Source: an optimization exercise on an open RTL-to-GDS flow (aim: small area). Production flows keep margins and buffers that such runs may drop.
The RTL was checked by simulation tests, not by an equivalence proof against the original design.
No activity file was given, so power comes from the tool's default toggle rates.

[design/flow/config.mk]
export PLATFORM = sky130hd
export DESIGN_NAME = top
export DESIGN_NICKNAME = top
export VERILOG_FILES = /design/flow/design.v
export SDC_FILE = /design/flow/constraint.sdc
export NUM_CORES = 4
export LEC_CHECK = 0
export CAP_MARGIN = 20
export CORE_MARGIN = 2
export CORE_UTILIZATION = 40
export CTS_BUF_LIST = sky130_fd_sc_hd__clkbuf_8
export SLEW_MARGIN = 20
[design/flow/constraint.sdc]
create_clock -name core_clock -period 20.0 [get_ports {clk}]
set_input_delay 4.0000 -clock core_clock [delete_from_list [all_inputs] [get_ports {clk}]]
set_output_delay 4.0000 -clock core_clock [all_outputs]
set_load 0.01 [all_outputs]
[design/flow/design.v]
module sdm_dac_1st (
    input  logic        clk,
    input  logic        rst_n,
    input  logic        valid_in,
    input  logic [15:0] din,
    output logic        valid_out,
    output logic        dout
);
    logic [17:0] acc, y, t;
    logic [15:0] u;
    logic [16:0] z;    
    logic        s;
    assign s = acc[17];
    assign u = {~din[15], din[14:0]};
    always_comb begin
        z[0] = ~s;
        for (int i = 0; i < 16; i++) begin
            z[i+1] = z[i] & ~u[i];
            y[i]   = u[i] ^ z[i];
        end
        y[16] = s | z[16];
        y[17] = s | z[16];
    end
    dac_sum add (.acc(acc), .y(y), .t(t));
    always_ff @(posedge clk or negedge rst_n) begin
        if (!rst_n) begin
            acc       <= '0;
            valid_out <= 1'b0;
        end else begin
            valid_out <= valid_in;
            if (valid_in) acc <= t;
        end
    end
    assign dout = s;
endmodule
module dac_sum (
    input  logic [17:0] acc,
    input  logic [17:0] y,
    output logic [17:0] t
);
  logic d_s1;
  logic d_c1;
  logic d_s2;
  logic d_c2;
  logic d_s3;
  logic d_c3;
  logic d_s4;
  logic d_c4;
  logic d_s5;
  logic d_c5;
  logic d_s6;
  logic d_c6;
  logic d_s7;
  logic d_c7;
  logic d_s8;
  logic d_c8;
  logic d_s9;
  logic d_c9;
  logic d_s10;
  logic d_c10;
  logic d_s11;
  logic d_c11;
  logic d_s12;
  logic d_c12;
  logic d_s13;
  logic d_c13;
  logic d_s14;
  logic d_c14;
  logic d_s15;
  logic d_c15;
  logic d_s16;
  logic d_c16;
  logic d_s17;
  logic d_c17;
  logic d_s18;
  logic d_c18;
  assign d_s1 = acc[0] ^ y[0];
  assign d_c1 = acc[0] & y[0];
  assign t[0] = d_s1;
  assign d_s2 = acc[1] ^ y[1] ^ d_c1;
  assign d_c2 = (acc[1] | y[1]) & (acc[1] | d_c1) & (y[1] | d_c1);
  assign t[1] = d_s2;
  assign d_s3 = acc[2] ^ y[2] ^ d_c2;
  assign d_c3 = (acc[2] | y[2]) & (acc[2] | d_c2) & (y[2] | d_c2);
  assign t[2] = d_s3;
  assign d_s4 = acc[3] ^ y[3] ^ d_c3;
  assign d_c4 = (acc[3] | y[3]) & (acc[3] | d_c3) & (y[3] | d_c3);
  assign t[3] = d_s4;
  assign d_s5 = acc[4] ^ y[4] ^ d_c4;
  assign d_c5 = (acc[4] | y[4]) & (acc[4] | d_c4) & (y[4] | d_c4);
  assign t[4] = d_s5;
  assign d_s6 = acc[5] ^ y[5] ^ d_c5;
  assign d_c6 = (acc[5] | y[5]) & (acc[5] | d_c5) & (y[5] | d_c5);
  assign t[5] = d_s6;
  assign d_s7 = acc[6] ^ y[6] ^ d_c6;
  assign d_c7 = (acc[6] | y[6]) & (acc[6] | d_c6) & (y[6] | d_c6);
  assign t[6] = d_s7;
  assign d_s8 = acc[7] ^ y[7] ^ d_c7;
  assign d_c8 = (acc[7] | y[7]) & (acc[7] | d_c7) & (y[7] | d_c7);
  assign t[7] = d_s8;
  assign d_s9 = acc[8] ^ y[8] ^ d_c8;
  assign d_c9 = (acc[8] | y[8]) & (acc[8] | d_c8) & (y[8] | d_c8);
  assign t[8] = d_s9;
  assign d_s10 = acc[9] ^ y[9] ^ d_c9;
  assign d_c10 = (acc[9] | y[9]) & (acc[9] | d_c9) & (y[9] | d_c9);
  assign t[9] = d_s10;
  assign d_s11 = acc[10] ^ y[10] ^ d_c10;
  assign d_c11 = (acc[10] | y[10]) & (acc[10] | d_c10) & (y[10] | d_c10);
  assign t[10] = d_s11;
  assign d_s12 = acc[11] ^ y[11] ^ d_c11;
  assign d_c12 = (acc[11] | y[11]) & (acc[11] | d_c11) & (y[11] | d_c11);
  assign t[11] = d_s12;
  assign d_s13 = acc[12] ^ y[12] ^ d_c12;
  assign d_c13 = (acc[12] | y[12]) & (acc[12] | d_c12) & (y[12] | d_c12);
  assign t[12] = d_s13;
  assign d_s14 = acc[13] ^ y[13] ^ d_c13;
  assign d_c14 = (acc[13] | y[13]) & (acc[13] | d_c13) & (y[13] | d_c13);
  assign t[13] = d_s14;
  assign d_s15 = acc[14] ^ y[14] ^ d_c14;
  assign d_c15 = (acc[14] | y[14]) & (acc[14] | d_c14) & (y[14] | d_c14);
  assign t[14] = d_s15;
  assign d_s16 = acc[15] ^ y[15] ^ d_c15;
  assign d_c16 = (acc[15] | y[15]) & (acc[15] | d_c15) & (y[15] | d_c15);
  assign t[15] = d_s16;
  assign d_s17 = acc[16] ^ y[16] ^ d_c16;
  assign d_c17 = (acc[16] | y[16]) & (acc[16] | d_c16) & (y[16] | d_c16);
  assign t[16] = d_s17;
  assign d_s18 = acc[17] ^ y[17] ^ d_c17;
  assign d_c18 = (acc[17] | y[17]) & (acc[17] | d_c17) & (y[17] | d_c17);
  assign t[17] = d_s18;
endmodule
module comb_decimator (
    input  logic       clk,
    input  logic       rst_n,
    input  logic       valid_in,
    input  logic       din,
    output logic       take,       
    output logic [4:0] blk         
);
    logic [3:0] cnt, cnt_n;
    logic [4:0] blk_n;
    assign take = valid_in & (cnt == 4'd15);
    inc4 ic (.x(cnt), .ci(1'b1), .y(cnt_n));
    inc5 ib (.x(blk), .ci(din), .y(blk_n));
    always_ff @(posedge clk or negedge rst_n) begin
        if (!rst_n) begin
            cnt <= 4'd0;
            blk <= 5'b11000;   
        end else if (valid_in) begin
            cnt <= cnt_n;
            if (take) blk <= {4'b1100, din};
            else      blk <= blk_n;
        end
    end
endmodule
module inc5 (
    input  logic [4:0] x,
    input  logic ci,
    output logic [4:0] y
);
  logic inc5_s1;
  logic inc5_c1;
  logic inc5_s2;
  logic inc5_c2;
  logic inc5_s3;
  logic inc5_c3;
  logic inc5_s4;
  logic inc5_c4;
  assign inc5_s1 = x[0] ^ ci;
  assign inc5_c1 = x[0] & ci;
  assign y[0] = inc5_s1;
  assign inc5_s2 = x[1] ^ inc5_c1;
  assign inc5_c2 = x[1] & inc5_c1;
  assign y[1] = inc5_s2;
  assign inc5_s3 = x[2] ^ inc5_c2;
  assign inc5_c3 = x[2] & inc5_c2;
  assign y[2] = inc5_s3;
  assign inc5_s4 = x[3] ^ inc5_c3;
  assign inc5_c4 = x[3] & inc5_c3;
  assign y[3] = inc5_s4;
  assign y[4] = (x[4] ^ inc5_c4);
endmodule
module fir_decimator (
    input  logic               clk,
    input  logic               rst_n,
    input  logic               take,
    input  logic [4:0]         blk,
    output logic               valid_out,
    output logic signed [15:0] data_out
);
    localparam logic [1:0] IDLE = 2'd0, WAIT = 2'd1, RUN = 2'd2;
    logic [4:0]  hold;       
    logic [3:0]  wp;         
    logic        wrapped;    
    logic        v1, v2;     
    logic [3:0]  ph;         
    logic        opp;        
    logic [1:0]  st;         
    logic [79:0] ring;       
    logic [31:0] acc;
    logic [3:0]  n, ph_n, wp_n;
    inc4 iph (.x(ph), .ci(1'b1), .y(ph_n));
    inc4 iwp (.x(wp), .ci(1'b1), .y(wp_n));
    logic        op_a, op_b, op_c, use_ring, en, load, f, clr, late;
    assign clr  = (st == WAIT) & (wp == 4'd0) & ~wrapped;
    assign late = v1 | v2;
    logic [3:0]  s, k, kc;
    logic [4:0]  o;
    assign n      = {wp[3:2], 2'b11};
    sub4 skc (.x(n), .y(ph), .d(kc));
    assign op_a   = v2 & (wp[1:0] == 2'd3);
    assign op_b   = opp & (ph == wp);
    assign op_c   = (st == RUN) & (kc != 4'd1) & (kc != 4'd2) & (kc != 4'd3) & (kc != 4'd13);
    assign use_ring = op_c;
    assign en     = op_a | op_b | op_c;
    assign s      = use_ring ? ph : wp;
    sub4 sk (.x(n), .y(s), .d(k));
    assign o      = use_ring ? ring[4:0] : hold;
    assign f      = (s == 4'd1) & ~wrapped;
    assign load   = clr | (v2 & (wp[1:0] == 2'd0));
    always_ff @(posedge clk or negedge rst_n) begin
        if (!rst_n) begin
            hold    <= '0;
            wp      <= '0;
            wrapped <= 1'b0;
            v1      <= 1'b0;
            v2      <= 1'b0;
            ph      <= '0;
            opp     <= 1'b0;
            st      <= WAIT;
        end else begin
            ph <= ph_n;
            v1 <= take;
            v2 <= v1;
            if (take) begin
                hold <= blk;
                wp   <= wp_n;
                if (wp == 4'd15) wrapped <= 1'b1;
                opp  <= (wp[1:0] == 2'd0) | (wp[1:0] == 2'd1);
            end else if (op_b) begin
                opp <= 1'b0;
            end
            if (v2 & (wp[1:0] == 2'd0))       st <= WAIT;
            else if (st == WAIT && ph == 4'd15) st <= RUN;
            else if (st == RUN && ph == 4'd15)  st <= IDLE;
        end
    end
    always_ff @(posedge clk) begin
        ring[74:0]  <= ring[79:5];
        ring[79:75] <= clr ? 5'd0 : (ph == wp) ? hold : ring[4:0];
    end
    logic signed [15:0] c;
    always_comb begin
        if (!en) c = 16'sd0;
        else case (k)
            4'd0:  c = -16'sd119;
            4'd1:  c = 16'sd197;
            4'd2:  c = 16'sd692;
            4'd3:  c = 16'sd0;
            4'd4:  c = -16'sd2613;
            4'd5:  c = -16'sd2855;
            4'd6:  c = 16'sd5177;
            4'd7:  c = 16'sd18681;
            4'd8:  c = 16'sd25580;
            4'd9:  c = 16'sd18681;
            4'd10: c = 16'sd5177;
            4'd11: c = -16'sd2855;
            4'd12: c = -16'sd2613;
            4'd13: c = 16'sd0;
            4'd14: c = 16'sd692;
            default: c = 16'sd197;
        endcase
    end
    logic [2:0] d1;
    logic       neg0, two0, one0, neg1, two1, one1, neg3, one3;
    logic [16:0] m0, m1, t0, t1;
    logic [15:0] m3, t3;
    assign d1   = o[4:2] + {2'b00, o[1]};
    assign neg0 = en & o[1];
    assign two0 = o[1] & ~o[0];
    assign one0 = o[0];
    assign neg1 = en & d1[2];
    assign two1 = (d1 == 3'd2) | (d1 == 3'b110);
    assign one1 = d1[0];
    always_comb begin
        if (f) begin
            one3 = ~o[4];
            neg3 = en & ~o[4];
        end else begin
            one3 = (~o[4] & (o != 5'd0)) | (o == 5'b11000);
            neg3 = en & ~o[4] & (o != 5'd0);
        end
    end
    assign m0 = two0 ? {c, 1'b0} : one0 ? {c[15], c} : 17'd0;
    assign m1 = two1 ? {c, 1'b0} : one1 ? {c[15], c} : 17'd0;
    assign m3 = one3 ? c : 16'd0;
    assign t0 = m0 ^ {17{neg0}};
    assign t1 = m1 ^ {17{neg1}};
    assign t3 = m3 ^ {16{neg3}};
    logic [16:0] a0, a1;
    logic [15:0] a3;
    logic [31:0] sum, kload;
    assign a0 = {en & ~t0[16], t0[15:0]};
    assign a1 = {en & ~t1[16], t1[15:0]};
    assign a3 = {en & ~t3[15], t3[14:0]};
    fir_sum add (.acc(acc), .a3(a3), .a0(a0), .a1(a1), .neg0(neg0), .neg1(neg1), .neg3(neg3), .sum(sum));
    localparam logic [31:0] KBASE = 32'd0 - 32'd15 * (32'h10000000 + 32'h40000000 + 32'h00008000);
    assign kload = KBASE + (wrapped ? 32'd0 : (wp[3] ^ wp[2]) ? 32'd5177 * 2048 : 32'd692 * 2048);
    always_ff @(posedge clk) begin
        if (load) acc[15:0] <= kload[15:0];
        else      acc[15:0] <= sum[15:0];
    end
    always_ff @(posedge clk or negedge rst_n) begin
        if (!rst_n)    acc[31:16] <= '0;
        else if (load) acc[31:16] <= kload[31:16];
        else           acc[31:16] <= sum[31:16];
    end
    assign valid_out = late ? (wp[1:0] == 2'd0) : (wp[1:0] == 2'd3);
    assign data_out  = acc[31:16];
endmodule
module fir_sum (
    input  logic [31:0] acc,
    input  logic [15:0] a3,
    input  logic [16:0] a0,
    input  logic [16:0] a1,
    input  logic neg0,
    input  logic neg1,
    input  logic neg3,
    output logic [31:0] sum
);
  logic e_s1;
  logic e_c1;
  logic e_s2;
  logic e_c2;
  logic e_s3;
  logic e_c3;
  logic e_s4;
  logic e_c4;
  logic e_s5;
  logic e_c5;
  logic e_s6;
  logic e_c6;
  logic e_s7;
  logic e_c7;
  logic e_s8;
  logic e_c8;
  logic e_s9;
  logic e_c9;
  logic e_s10;
  logic e_c10;
  logic e_s11;
  logic e_c11;
  logic e_s12;
  logic e_c12;
  logic e_s13;
  logic e_c13;
  logic e_s14;
  logic e_c14;
  logic e_s15;
  logic e_c15;
  logic e_s16;
  logic e_c16;
  logic e_s17;
  logic e_c17;
  logic e_s18;
  logic e_c18;
  logic e_s19;
  logic e_c19;
  logic e_s20;
  logic e_c20;
  logic e_s21;
  logic e_c21;
  logic e_s22;
  logic e_c22;
  logic e_s23;
  logic e_c23;
  logic e_s24;
  logic e_c24;
  logic e_s25;
  logic e_c25;
  logic e_s26;
  logic e_c26;
  logic e_s27;
  logic e_c27;
  logic e_s28;
  logic e_c28;
  logic e_s29;
  logic e_c29;
  logic e_s30;
  logic e_c30;
  logic e_s31;
  logic e_c31;
  logic e_s32;
  logic e_c32;
  logic e_s33;
  logic e_c33;
  logic e_s34;
  logic e_c34;
  logic e_s35;
  logic e_c35;
  logic e_s36;
  logic e_c36;
  logic e_s37;
  logic e_c37;
  logic e_s38;
  logic e_c38;
  logic e_s39;
  logic e_c39;
  logic e_s40;
  logic e_c40;
  logic e_s41;
  logic e_c41;
  logic e_s42;
  logic e_c42;
  logic e_s43;
  logic e_c43;
  logic e_s44;
  logic e_c44;
  logic e_s45;
  logic e_c45;
  logic e_s46;
  logic e_c46;
  logic e_s47;
  logic e_c47;
  logic e_s48;
  logic e_c48;
  logic e_s49;
  logic e_c49;
  logic e_s50;
  logic e_c50;
  logic e_s51;
  logic e_c51;
  logic e_s52;
  logic e_c52;
  logic e_s53;
  logic e_c53;
  logic e_s54;
  logic e_c54;
  logic e_s55;
  logic e_c55;
  logic e_s56;
  logic e_c56;
  logic e_s57;
  logic e_c57;
  logic e_s58;
  logic e_c58;
  logic e_s59;
  logic e_c59;
  logic e_s60;
  logic e_c60;
  logic e_s61;
  logic e_c61;
  logic e_s62;
  logic e_c62;
  logic e_s63;
  logic e_c63;
  logic e_s64;
  logic e_c64;
  logic e_s65;
  logic e_c65;
  logic e_s66;
  logic e_c66;
  assign e_s1 = acc[0] ^ a3[0] ^ neg3;
  assign e_c1 = (acc[0] | a3[0]) & (acc[0] | neg3) & (a3[0] | neg3);
  assign sum[0] = e_s1;
  assign e_s2 = acc[1] ^ a3[1] ^ e_c1;
  assign e_c2 = (acc[1] | a3[1]) & (acc[1] | e_c1) & (a3[1] | e_c1);
  assign sum[1] = e_s2;
  assign e_s3 = acc[2] ^ a3[2] ^ e_c2;
  assign e_c3 = (acc[2] | a3[2]) & (acc[2] | e_c2) & (a3[2] | e_c2);
  assign sum[2] = e_s3;
  assign e_s4 = acc[3] ^ a3[3] ^ e_c3;
  assign e_c4 = (acc[3] | a3[3]) & (acc[3] | e_c3) & (a3[3] | e_c3);
  assign sum[3] = e_s4;
  assign e_s5 = acc[4] ^ a3[4] ^ e_c4;
  assign e_c5 = (acc[4] | a3[4]) & (acc[4] | e_c4) & (a3[4] | e_c4);
  assign sum[4] = e_s5;
  assign e_s6 = acc[5] ^ a3[5] ^ e_c5;
  assign e_c6 = (acc[5] | a3[5]) & (acc[5] | e_c5) & (a3[5] | e_c5);
  assign sum[5] = e_s6;
  assign e_s7 = acc[6] ^ a3[6] ^ e_c6;
  assign e_c7 = (acc[6] | a3[6]) & (acc[6] | e_c6) & (a3[6] | e_c6);
  assign sum[6] = e_s7;
  assign e_s8 = acc[7] ^ a3[7] ^ e_c7;
  assign e_c8 = (acc[7] | a3[7]) & (acc[7] | e_c7) & (a3[7] | e_c7);
  assign sum[7] = e_s8;
  assign e_s9 = acc[8] ^ a3[8] ^ e_c8;
  assign e_c9 = (acc[8] | a3[8]) & (acc[8] | e_c8) & (a3[8] | e_c8);
  assign sum[8] = e_s9;
  assign e_s10 = acc[9] ^ a3[9] ^ e_c9;
  assign e_c10 = (acc[9] | a3[9]) & (acc[9] | e_c9) & (a3[9] | e_c9);
  assign sum[9] = e_s10;
  assign e_s11 = acc[10] ^ a3[10] ^ e_c10;
  assign e_c11 = (acc[10] | a3[10]) & (acc[10] | e_c10) & (a3[10] | e_c10);
  assign sum[10] = e_s11;
  assign e_s12 = acc[11] ^ a3[11] ^ e_c11;
  assign e_c12 = (acc[11] | a3[11]) & (acc[11] | e_c11) & (a3[11] | e_c11);
  assign sum[11] = e_s12;
  assign e_s13 = acc[12] ^ a3[12] ^ a0[0];
  assign e_c13 = (acc[12] | a3[12]) & (acc[12] | a0[0]) & (a3[12] | a0[0]);
  assign e_s14 = neg0 ^ e_c12 ^ e_s13;
  assign e_c14 = (neg0 | e_c12) & (neg0 | e_s13) & (e_c12 | e_s13);
  assign sum[12] = e_s14;
  assign e_s15 = acc[13] ^ a3[13] ^ a0[1];
  assign e_c15 = (acc[13] | a3[13]) & (acc[13] | a0[1]) & (a3[13] | a0[1]);
  assign e_s16 = e_c13 ^ e_c14 ^ e_s15;
  assign e_c16 = (e_c13 | e_c14) & (e_c13 | e_s15) & (e_c14 | e_s15);
  assign sum[13] = e_s16;
  assign e_s17 = acc[14] ^ a3[14] ^ a0[2];
  assign e_c17 = (acc[14] | a3[14]) & (acc[14] | a0[2]) & (a3[14] | a0[2]);
  assign e_s18 = a1[0] ^ neg1 ^ e_c15;
  assign e_c18 = (a1[0] | neg1) & (a1[0] | e_c15) & (neg1 | e_c15);
  assign e_s19 = e_c16 ^ e_s17 ^ e_s18;
  assign e_c19 = (e_c16 | e_s17) & (e_c16 | e_s18) & (e_s17 | e_s18);
  assign sum[14] = e_s19;
  assign e_s20 = acc[15] ^ a3[15] ^ a0[3];
  assign e_c20 = (acc[15] | a3[15]) & (acc[15] | a0[3]) & (a3[15] | a0[3]);
  assign e_s21 = a1[1] ^ e_c17 ^ e_c18;
  assign e_c21 = (a1[1] | e_c17) & (a1[1] | e_c18) & (e_c17 | e_c18);
  assign e_s22 = e_c19 ^ e_s20 ^ e_s21;
  assign e_c22 = (e_c19 | e_s20) & (e_c19 | e_s21) & (e_s20 | e_s21);
  assign sum[15] = e_s22;
  assign e_s23 = acc[16] ^ a0[4] ^ a1[2];
  assign e_c23 = (acc[16] | a0[4]) & (acc[16] | a1[2]) & (a0[4] | a1[2]);
  assign e_s24 = e_c20 ^ e_c21 ^ e_c22;
  assign e_c24 = (e_c20 | e_c21) & (e_c20 | e_c22) & (e_c21 | e_c22);
  assign e_s25 = e_s23 ^ e_s24;
  assign e_c25 = e_s23 & e_s24;
  assign sum[16] = e_s25;
  assign e_s26 = acc[17] ^ a0[5] ^ a1[3];
  assign e_c26 = (acc[17] | a0[5]) & (acc[17] | a1[3]) & (a0[5] | a1[3]);
  assign e_s27 = e_c23 ^ e_c24 ^ e_c25;
  assign e_c27 = (e_c23 | e_c24) & (e_c23 | e_c25) & (e_c24 | e_c25);
  assign e_s28 = e_s26 ^ e_s27;
  assign e_c28 = e_s26 & e_s27;
  assign sum[17] = e_s28;
  assign e_s29 = acc[18] ^ a0[6] ^ a1[4];
  assign e_c29 = (acc[18] | a0[6]) & (acc[18] | a1[4]) & (a0[6] | a1[4]);
  assign e_s30 = e_c26 ^ e_c27 ^ e_c28;
  assign e_c30 = (e_c26 | e_c27) & (e_c26 | e_c28) & (e_c27 | e_c28);
  assign e_s31 = e_s29 ^ e_s30;
  assign e_c31 = e_s29 & e_s30;
  assign sum[18] = e_s31;
  assign e_s32 = acc[19] ^ a0[7] ^ a1[5];
  assign e_c32 = (acc[19] | a0[7]) & (acc[19] | a1[5]) & (a0[7] | a1[5]);
  assign e_s33 = e_c29 ^ e_c30 ^ e_c31;
  assign e_c33 = (e_c29 | e_c30) & (e_c29 | e_c31) & (e_c30 | e_c31);
  assign e_s34 = e_s32 ^ e_s33;
  assign e_c34 = e_s32 & e_s33;
  assign sum[19] = e_s34;
  assign e_s35 = acc[20] ^ a0[8] ^ a1[6];
  assign e_c35 = (acc[20] | a0[8]) & (acc[20] | a1[6]) & (a0[8] | a1[6]);
  assign e_s36 = e_c32 ^ e_c33 ^ e_c34;
  assign e_c36 = (e_c32 | e_c33) & (e_c32 | e_c34) & (e_c33 | e_c34);
  assign e_s37 = e_s35 ^ e_s36;
  assign e_c37 = e_s35 & e_s36;
  assign sum[20] = e_s37;
  assign e_s38 = acc[21] ^ a0[9] ^ a1[7];
  assign e_c38 = (acc[21] | a0[9]) & (acc[21] | a1[7]) & (a0[9] | a1[7]);
  assign e_s39 = e_c35 ^ e_c36 ^ e_c37;
  assign e_c39 = (e_c35 | e_c36) & (e_c35 | e_c37) & (e_c36 | e_c37);
  assign e_s40 = e_s38 ^ e_s39;
  assign e_c40 = e_s38 & e_s39;
  assign sum[21] = e_s40;
  assign e_s41 = acc[22] ^ a0[10] ^ a1[8];
  assign e_c41 = (acc[22] | a0[10]) & (acc[22] | a1[8]) & (a0[10] | a1[8]);
  assign e_s42 = e_c38 ^ e_c39 ^ e_c40;
  assign e_c42 = (e_c38 | e_c39) & (e_c38 | e_c40) & (e_c39 | e_c40);
  assign e_s43 = e_s41 ^ e_s42;
  assign e_c43 = e_s41 & e_s42;
  assign sum[22] = e_s43;
  assign e_s44 = acc[23] ^ a0[11] ^ a1[9];
  assign e_c44 = (acc[23] | a0[11]) & (acc[23] | a1[9]) & (a0[11] | a1[9]);
  assign e_s45 = e_c41 ^ e_c42 ^ e_c43;
  assign e_c45 = (e_c41 | e_c42) & (e_c41 | e_c43) & (e_c42 | e_c43);
  assign e_s46 = e_s44 ^ e_s45;
  assign e_c46 = e_s44 & e_s45;
  assign sum[23] = e_s46;
  assign e_s47 = acc[24] ^ a0[12] ^ a1[10];
  assign e_c47 = (acc[24] | a0[12]) & (acc[24] | a1[10]) & (a0[12] | a1[10]);
  assign e_s48 = e_c44 ^ e_c45 ^ e_c46;
  assign e_c48 = (e_c44 | e_c45) & (e_c44 | e_c46) & (e_c45 | e_c46);
  assign e_s49 = e_s47 ^ e_s48;
  assign e_c49 = e_s47 & e_s48;
  assign sum[24] = e_s49;
  assign e_s50 = acc[25] ^ a0[13] ^ a1[11];
  assign e_c50 = (acc[25] | a0[13]) & (acc[25] | a1[11]) & (a0[13] | a1[11]);
  assign e_s51 = e_c47 ^ e_c48 ^ e_c49;
  assign e_c51 = (e_c47 | e_c48) & (e_c47 | e_c49) & (e_c48 | e_c49);
  assign e_s52 = e_s50 ^ e_s51;
  assign e_c52 = e_s50 & e_s51;
  assign sum[25] = e_s52;
  assign e_s53 = acc[26] ^ a0[14] ^ a1[12];
  assign e_c53 = (acc[26] | a0[14]) & (acc[26] | a1[12]) & (a0[14] | a1[12]);
  assign e_s54 = e_c50 ^ e_c51 ^ e_c52;
  assign e_c54 = (e_c50 | e_c51) & (e_c50 | e_c52) & (e_c51 | e_c52);
  assign e_s55 = e_s53 ^ e_s54;
  assign e_c55 = e_s53 & e_s54;
  assign sum[26] = e_s55;
  assign e_s56 = acc[27] ^ a0[15] ^ a1[13];
  assign e_c56 = (acc[27] | a0[15]) & (acc[27] | a1[13]) & (a0[15] | a1[13]);
  assign e_s57 = e_c53 ^ e_c54 ^ e_c55;
  assign e_c57 = (e_c53 | e_c54) & (e_c53 | e_c55) & (e_c54 | e_c55);
  assign e_s58 = e_s56 ^ e_s57;
  assign e_c58 = e_s56 & e_s57;
  assign sum[27] = e_s58;
  assign e_s59 = acc[28] ^ a0[16] ^ a1[14];
  assign e_c59 = (acc[28] | a0[16]) & (acc[28] | a1[14]) & (a0[16] | a1[14]);
  assign e_s60 = e_c56 ^ e_c57 ^ e_c58;
  assign e_c60 = (e_c56 | e_c57) & (e_c56 | e_c58) & (e_c57 | e_c58);
  assign e_s61 = e_s59 ^ e_s60;
  assign e_c61 = e_s59 & e_s60;
  assign sum[28] = e_s61;
  assign e_s62 = acc[29] ^ a1[15] ^ e_c59;
  assign e_c62 = (acc[29] | a1[15]) & (acc[29] | e_c59) & (a1[15] | e_c59);
  assign e_s63 = e_c60 ^ e_c61 ^ e_s62;
  assign e_c63 = (e_c60 | e_c61) & (e_c60 | e_s62) & (e_c61 | e_s62);
  assign sum[29] = e_s63;
  assign e_s64 = acc[30] ^ a1[16] ^ e_c62;
  assign e_c64 = (acc[30] | a1[16]) & (acc[30] | e_c62) & (a1[16] | e_c62);
  assign e_s65 = e_c63 ^ e_s64;
  assign e_c65 = e_c63 & e_s64;
  assign sum[30] = e_s65;
  assign e_s66 = acc[31] ^ e_c64 ^ e_c65;
  assign e_c66 = (acc[31] | e_c64) & (acc[31] | e_c65) & (e_c64 | e_c65);
  assign sum[31] = e_s66;
endmodule
module inc4 (
    input  logic [3:0] x,
    input  logic ci,
    output logic [3:0] y
);
  logic inc4_s1;
  logic inc4_c1;
  logic inc4_s2;
  logic inc4_c2;
  logic inc4_s3;
  logic inc4_c3;
  assign inc4_s1 = x[0] ^ ci;
  assign inc4_c1 = x[0] & ci;
  assign y[0] = inc4_s1;
  assign inc4_s2 = x[1] ^ inc4_c1;
  assign inc4_c2 = x[1] & inc4_c1;
  assign y[1] = inc4_s2;
  assign inc4_s3 = x[2] ^ inc4_c2;
  assign inc4_c3 = x[2] & inc4_c2;
  assign y[2] = inc4_s3;
  assign y[3] = (x[3] ^ inc4_c3);
endmodule
module sub4 (
    input  logic [3:0] x,
    input  logic [3:0] y,
    output logic [3:0] d
);
  logic sb_s1;
  logic sb_c1;
  logic sb_s2;
  logic sb_c2;
  logic sb_s3;
  logic sb_c3;
  logic sb_s4;
  logic sb_c4;
  assign sb_s1 = x[0] ^ ~y[0] ^ 1'b1;
  assign sb_c1 = (x[0] | ~y[0]) & (x[0] | 1'b1) & (~y[0] | 1'b1);
  assign d[0] = sb_s1;
  assign sb_s2 = x[1] ^ ~y[1] ^ sb_c1;
  assign sb_c2 = (x[1] | ~y[1]) & (x[1] | sb_c1) & (~y[1] | sb_c1);
  assign d[1] = sb_s2;
  assign sb_s3 = x[2] ^ ~y[2] ^ sb_c2;
  assign sb_c3 = (x[2] | ~y[2]) & (x[2] | sb_c2) & (~y[2] | sb_c2);
  assign d[2] = sb_s3;
  assign sb_s4 = x[3] ^ ~y[3] ^ sb_c3;
  assign sb_c4 = (x[3] | ~y[3]) & (x[3] | sb_c3) & (~y[3] | sb_c3);
  assign d[3] = sb_s4;
endmodule
module sdm_adc_art (
    input  logic               clk,
    input  logic               rst_n,
    input  logic               valid_in,
    input  logic               din,
    output logic               valid_out,
    output logic signed [15:0] dout
);
    logic       take;
    logic [4:0] blk;
    comb_decimator inst1 (
        .clk(clk), .rst_n(rst_n), .valid_in(valid_in), .din(din),
        .take(take), .blk(blk)
    );
    fir_decimator inst2 (
        .clk(clk), .rst_n(rst_n), .take(take), .blk(blk),
        .valid_out(valid_out), .data_out(dout)
    );
endmodule
module top (
    input  logic              		clk,
    input  logic              		rst_n,
    input  logic              		valid_in_dac,    
    input  logic signed [15 : 0]    audio_in,        
    input  logic              		valid_in_adc,    
    input  logic              		sdm_in,          
    output logic              		valid_out_dac,
    output logic              		sdm_out,
    output logic              		valid_out_adc,
    output logic signed [15 : 0]    audio_out
);
  logic valid_out_dac_int;
  logic sdm_out_int;
  logic valid_out_adc_int;
  logic signed [15 : 0] audio_out_int;
  sdm_dac_1st dac_1st_order (
      .clk       (clk),
      .rst_n     (rst_n),
      .valid_in  (valid_in_dac),
      .din       (audio_in),
      .valid_out (valid_out_dac_int),
      .dout      (sdm_out_int)
  );
  assign valid_out_dac = valid_out_dac_int;
  assign sdm_out       = sdm_out_int;
  assign valid_out_adc = valid_out_adc_int;
  assign audio_out     = audio_out_int;
  sdm_adc_art adc_art (
      .clk       (clk),
      .rst_n     (rst_n),
      .valid_in  (valid_in_adc),
      .din       (sdm_in),
      .valid_out (valid_out_adc_int),
      .dout      (audio_out_int)
  );
endmodule
[design/flow/run.sh]
#!/bin/bash
# synth_recipe.tcl (not shown) runs the flow's synth.tcl, then flattens the netlist and writes it again
# the make line also repeats each setting of config.mk as NAME=value (left out here)
make -C /OpenROAD-flow-scripts/flow DESIGN_CONFIG=/design/flow/config.mk WORK_HOME=/design/flow/orfs CLKGATE_MAP_FILE= SYNTH_SCRIPT=/design/flow/synth_recipe.tcl finish
==> impl_metrics.ini <==
[status]
status = timing/DRC/antenna clean

[synthesis]
synthCells = 829
synth_area_leaders = dfxtp_1 (22%), dfrtp_1 (17%), fa_1 (15%)
yosysMostFrequentCell = dfxtp_1
synth_edf_count = 0
synth_common_cells = dfxtp_1 (96), inv_1 (86), nand2_1 (66), fa_1 (65)
avgSynthCellArea_um2 = 10.7
synth.distinct_cells = 72
ys_ff_latch = 159
yosys.area.top_type_share_pct = 21.7
synth_fp_nets = 976
ys_seq_area_share_pct = 39.6
yosysTopAreaCell = dfxtp_1
ys_warn_count = 3
yosys_most_used_dff = dfxtp_1
async_flop_share_pct = 39.6
syn_area_um2 = 8850

[timing]
hold_violations = 0
setup_viol = 0
clock_skew_ps = 20.8
final_max_slew_viol_count = 0
worstMarginPinSlew_ps = 826
post-route-min-period_ps = 18950
rsz0062_at_grt = no
fin_setup_tns_ps = 0
slew_headroom_pct = 44.9
post-route-period-util_pct = 94.7
fmax_mhz = 52.8

[clock_tree]
cts_max_path_buffers = 2
root_buffer = clkbuf_8
holdBufCountCts = 0
clk_latency_ps = 470
cts_tree = done
cts_setup_buffers = 0
numCtsBuffers = 17
cts_num_sinks = 159
cts.htree.levels = 4
clk_pin_slew_ps = 110
cts_resized = 0

[worst_setup_path]
cp_common_cell = fa_1
crit_buf_inv = 5
worst_setup_path_start_kind = register
criticalPathCategory = reg2reg
cp-end-kind = register
worst_path_largest_cell_delay_ps = 520
critPathTopFamily = adder cells
crit_fanout = 12
crit_arrival_ps = 19310
worstPathRequired_ps = 20360
critPathSlowestCell = nor2_1

[drt]
wl_per_cell_um = 15.8
drt-vias-per-instance = 5.10
drtIter0Drc = 356
num_vias = 5845
drt-pass1-iter-count = 5
totalWireLength_mm = 18.1
ant_nets = 0
drc_errors = 0

[min_path]
hold_class = reg2reg

[place]
dp_hpwl_mm = 13.2
routabilityCongestion = 0.887
port_buffers = 39

[final_layout]
layout.nets = 999
area_growth_syn_to_layout_pct = 11.2
diodes = 0
drive_gt1_share_pct = 9.71
post-route-util_pct = 45.3

[floorplanning]
fp.dieArea_um2 = 23300
die-height_um = 153
rows = 54
ios = 40
core_um2 = 21800
dieWidth_um = 153
initial_core_util_pct = 40.7

[global_route]
grt_pass1_vias = 5830
grt.overflow.total = 0
grt_max_degree = 64
grt_usage_pct = 16.5
antenna_found_initial = 0
grt_pass1_wl_mm = 30.7

[flow_run]
drv_cap = 0

[pwr]
total_power_w = 0.00174
total_leakage_power_nw = 4.52
cellPowerDensity_nw_per_um2 = 177
vdd_drop_max_uv = 73.4
==> area by class of cell <==
class                      instances  area, µm²
clock buffer                      17        234
sequential                       159       3500
clock inverter                    15        194
tap                              280        350
inverter                          88        330
timing repair buffer              49        460
multi-input combinational        537       4780
fill                            2102      11900
==> power by group <==
part	switching (W)	internal, W	leakage, nW	total, W
logic	0.000587	0.000412	2.78	0.000999
registers	0.0000597	0.000428	1.53	0.000488
clock network	0.000145	0.000107	0.208	0.000252
==> final timing paths <==
kind	from	end	slack, ps	cells after the start
hold reg to reg	adc_art.inst2.ring[21]$_DFF_P_	adc_art.inst2.ring[16]$_DFF_P_	330	0
min in group asynchronous	rst_n	adc_art.inst2.acc[24]$_DFF_PN0_	3680	2
setup / recovery	adc_art.inst2.wp[2]$_DFFE_PN0P_	adc_art.inst2.acc[31]$_DFF_PN0_	1050	62
max in group asynchronous	rst_n	adc_art.inst2.hold[4]$_DFFE_PN0P_	15740	2
hold / removal	adc_art.inst2.ring[21]$_DFF_P_	adc_art.inst2.ring[16]$_DFF_P_	330	0
setup reg to reg	adc_art.inst2.wp[2]$_DFFE_PN0P_	adc_art.inst2.acc[31]$_DFF_PN0_	1050	62
==> cell usage in the layout, fill, tap and decap left out, drive strengths merged, types with 6 or more instances in the layout <==
cell,n
dfrtp,60
o22ai,9
nand2b,9
o21ai,27
xnor2,21
o211ai,6
clkinv,7
o31ai,6
inv,93
a22oi,6
nor3,12
ha,61
a211oi,7
a21o,7
dfxtp,96
nand2,67
a31oi,7
a21oi,26
clkbuf,17
clkdlybuf4s50,38
fa,65
and3,8
nand3,9
mux2i,42
mux2,14
nor2,62
buf,11
==> sequential cells by signal, summed over array words and instances, names as in the netlist <==
register	cells
dac_1st_order.valid_out	1
adc_art.inst2.ring	80
adc_art.inst2.opp	1
adc_art.inst2.wrapped	1
adc_art.inst1.blk	5
adc_art.inst1.cnt	4
adc_art.inst2.hold	5
adc_art.inst2.v2	1
dac_1st_order.acc	18
adc_art.inst2.st	2
adc_art.inst2.ph	4
adc_art.inst2.wp	4
adc_art.inst2.v1	1
adc_art.inst2.acc	32
==> worst reg2reg max path: cells and delay by family (launching register included) <==
family,cells,cell delay [ps]
fa+ha+maj,45,14910
compound gates,3,810
simple gates,4,810
xor+xnor,3,790
mux,2,710
flops,1,410
buf+inv,5,390
==> cells by family after synthesis <==
| family | Yosys count | share of synthesized area [%] |
|---|---|---|
| and+or+nand+nor | 192 | 10.2 |
| DFF | 159 | 39.6 |
| AOI/OAI and AO/OA | 136 | 10.5 |
| buffers and inverters | 133 | 6.61 |
| adders and majority gates | 126 | 23.3 |
| muxes | 56 | 6.70 |
| xor gates and xnor gates | 27 | 3.09 |
==> through the flow <==
step           setup slack (ps)  instance area, µm²  hold slack [ps]  std cells
5_1_grt                    64.3                9850              321       1145
6_report                   1050                9850              327       1145
2_1_floorplan              1910                8850              310        829
3_3_place_gp               1120                9410              310       1113
4_1_cts                     744                9840              329       1145
3_5_place_dp                857                9410              312       1113
==> layer usage <==
metal,vias to the layer above,wire length (µm),global-route usage (%)
li1,2833,-,-
met1,2836,8770,23.6
met2,142,8120,25.0
met3,34,750,3.36
met4,0,467,6.00
met5,-,0,0

separate check: timing with driven ports:
How much do the figures lean on ideal ports? The routed layout below was timed once more, with nothing changed but the port constraints. Step 1 assumes that a clkbuf_16 drives the clock port and a buf_2 every other input. Step 2, shift: input delay + t, output delay - t, t = (earliest + latest rising clock arrival at the registers) / 2. This alone moves slack from input paths to output paths. Three values: ideal ports, drivers, drivers and shift; two values: the first two.
shift t [ns]: 0.496
slack for setup (ns): 1.054 / 1.054 / 1.054
latest minus earliest clock arrival (ns): 0.021 / 0.020
After both steps this run still meets setup and hold. The setup slack of this run moves by 0.000 ns with the drivers and by 0.000 ns with both steps.
